Source: an optimization exercise on an open RTL-to-GDS flow (aim: small area, a short achievable clock period and few clock cycles). Production flows keep margins and buffers that such runs may drop.
The RTL was checked by simulation tests, not by an equivalence proof against the original design.
Power is estimated from default activity; no workload was simulated.

==> flow/design.v (excerpt) <==
module pipeline (clk, reset, imem_addr, imem_rdata, dmem_addr, dmem_wdata, dmem_we, dmem_rdata);
    input           clk, reset;
    output  [31:0]  imem_addr;
    input   [31:0]  imem_rdata;
    output  [31:0]  dmem_addr, dmem_wdata;
    output          dmem_we;
    input   [31:0]  dmem_rdata;
    reg     [31:2]  pc;
    reg             d_v;
    reg     [31:0]  d_ir;
    reg     [3:0]   d_rs_hi, d_rt_hi;
    reg     [7:0]   d_rs_lo, d_rt_lo;
    reg             d_bt_c;      
    reg     [9:2]   d_pclo;      
    reg             e_wr, e_lw, e_sw, e_br, e_bne;
    reg             e_sub, e_and, e_or, e_slt;
    reg     [4:0]   e_rd;
    reg     [31:0]  e_a;         
    reg     [31:0]  e_b;         
    reg     [31:0]  e_c;         
    reg             e_pred;
    reg             e_skip1;     
    reg             m_wr, m_lw, m_we;
    reg     [4:0]   m_rd;
    reg     [31:0]  m_res, m_sd;
    wire            mispred;
    wire    [31:2]  e_alt;
    wire    [31:0]  res;
    wire            ld_use;
    wire    [31:0]  inst    = imem_rdata;
    wire    [31:2]  pc_next;
    wire            f_bt_c;
    wire    [9:2]   f_pclo;
    wire            f_nseq;
    fetch_next fnext(pc_next, f_bt_c, f_pclo, f_nseq, pc, inst, mispred, ld_use, e_alt);
    wire    [5:0]   op   = d_ir[31:26];
    wire    [5:0]   fn   = d_ir[5:0];
    wire    [4:0]   rs   = d_ir[25:21];
    wire    [4:0]   rt   = d_ir[20:16];
    wire    [4:0]   rdf  = d_ir[15:11];
    wire    [15:0]  imm  = d_ir[15:0];
    wire            is_r    = op == 6'h00;
  ...
For scale: about 4,900 cells after synthesis, about 160 I/O pins, about 56,000 um^2 of cells after synthesis.
clock: 12.0 ns
lec_check: 0
cap_margin: 30
core_margin: 2
core_utilization: 40
slew_margin: 30
synth_hierarchical: 1
standard.sh (not shown) runs the stock make flow with config.mk's settings and CLKGATE_MAP_FILE= SYNTH_SCRIPT=/design/flow/synth_recipe.tcl, a recipe that flattens the netlist after the stock synthesis.
==> flow/flow/run.sh <==
#!/bin/bash
# Own flow: the standard synthesis and layout with these changes:
#  - timing repair is asked for more setup slack than the 12 ns clock needs,
#    so that it shortens the paths (SETUP_SLACK_MARGIN), on all the failing
#    endpoints (TNS_END_PERCENT);
#  - floorplan removes synthesis's buffers instead of a first repair pass;
#  - port buffers are buf_2 rather than the slow delay buffer picked by default;
#  - larger clock-tree sink clusters, so fewer clock buffers;
set -euo pipefail
cd "$(dirname "${BASH_SOURCE[0]}")/.."
bash standard.sh synth > synth.log 2>&1
# the platform's don't-use list, and the cells repair may not use here
DU=""
for c in \
          probe_p_8 probec_p_8 lpflow_bleeder_1 lpflow_clkbufkapwr_1 lpflow_clkbufkapwr_16 \
          lpflow_clkbufkapwr_2 lpflow_clkbufkapwr_4 lpflow_clkbufkapwr_8 lpflow_clkinvkapwr_1 \
          lpflow_clkinvkapwr_16 lpflow_clkinvkapwr_2 lpflow_clkinvkapwr_4 lpflow_clkinvkapwr_8 \
          lpflow_decapkapwr_12 lpflow_decapkapwr_3 lpflow_decapkapwr_4 lpflow_decapkapwr_6 \
          lpflow_decapkapwr_8 lpflow_inputiso0n_1 lpflow_inputiso0p_1 lpflow_inputiso1n_1 \
          lpflow_inputiso1p_1 lpflow_inputisolatch_1 lpflow_isobufsrc_1 lpflow_isobufsrc_16 \
          lpflow_isobufsrc_2 lpflow_isobufsrc_4 lpflow_isobufsrc_8 lpflow_isobufsrckapwr_16 \
          lpflow_lsbuf_lh_hl_isowell_tap_1 lpflow_lsbuf_lh_hl_isowell_tap_2 \
          lpflow_lsbuf_lh_hl_isowell_tap_4 lpflow_lsbuf_lh_isowell_4 \
          lpflow_lsbuf_lh_isowell_tap_1 lpflow_lsbuf_lh_isowell_tap_2 \
          lpflow_lsbuf_lh_isowell_tap_4 \
         clkinvlp_2 clkinvlp_4 clkdlybuf4s15_1 clkdlybuf4s15_2 clkdlybuf4s18_1 clkdlybuf4s18_2 \
         clkdlybuf4s25_1 clkdlybuf4s25_2 clkdlybuf4s50_1 clkdlybuf4s50_2 dlygate4sd1_1 \
         dlygate4sd2_1 dlygate4sd3_1 dlymetal6s2s_1 dlymetal6s4s_1 dlymetal6s6s_1; do
    DU="$DU sky130_fd_sc_hd__$c"
done
echo "DONT_USE_CELLS=$DU" > dont_use.log
bash standard.sh \
    SETUP_SLACK_MARGIN=8.35 TNS_END_PERCENT=100 REMOVE_ABC_BUFFERS=1 \
    "BUFFER_PORTS_ARGS=-buffer_cell sky130_fd_sc_hd__buf_2" \
    CTS_CLUSTER_SIZE=20 CTS_CLUSTER_DIAMETER=100 CTS_BUF_LIST=sky130_fd_sc_hd__clkbuf_16 \
    "DONT_USE_CELLS=$DU" \
    finish > layout.log 2>&1
The starting point ran to the end with no violations.
Testbench counts at the start, summed over its fixed seeds: cycles 38,424.
Edit:
--- a/flow/flow/run.sh
+++ b/flow/flow/run.sh
@@ -33 +33 @@
-    SETUP_SLACK_MARGIN=8.35 TNS_END_PERCENT=100 REMOVE_ABC_BUFFERS=1 \
+    SETUP_SLACK_MARGIN=8.45 TNS_END_PERCENT=100 REMOVE_ABC_BUFFERS=1 \
- CORE_UTILIZATION: 40 -> 50
Outcome:
- The new run finished clean
- via count goes up by 0.93%
- setup slack gains 0.038 ns
- worst hold slack gets better by 0.012 ns
- synthesized cell count does not change
Edit:
- CORE_UTILIZATION: 50 -> 40
After rerunning: The changed run ran to the end with no violations. Power barely changes. Utilization falls by 11 points. Sequential cell count does not change.

-- afterwards: timing with drivers on the ports --
Ports are ideal in the flow. The routed layouts listed here were re-timed in OpenROAD. Step 1 (the two cells are an assumption about what drives the block):
set clk [get_ports {clk}]
set_driving_cell -lib_cell sky130_fd_sc_hd__clkbuf_16 $clk
set_driving_cell -lib_cell sky130_fd_sc_hd__buf_2 [delete_from_list [all_inputs] $clk]
Step 2 times the ports against the registers' clock, not the clock port: input delays grow and output delays shrink by t, the midpoint of the rising clock arrivals with the driver on. a / b / c = ideal / step 1 / step 2; a / b = the first two.
| run | t (ns) | setup WS [ns] | worst setup path after step 2 | worst data-port slew with drivers (ns) | pins driven straight from the clock port |
|---|---|---|---|---|---|
| the first run | 0.772 | 8.269 / 8.212 / 7.677 | input to register | 0.06 | 1 |
| the second run | 0.772 | 8.307 / 8.226 / 7.780 | input to register | 0.04 | 1 |
| the third run | 0.776 | 8.298 / 8.216 / 7.752 | input to register | 0.06 | 1 |
After both steps setup and hold are still met in every run listed. The setup slack of the first run, which loses most, moves by -0.057 ns with the drivers and by -0.592 ns with both steps.
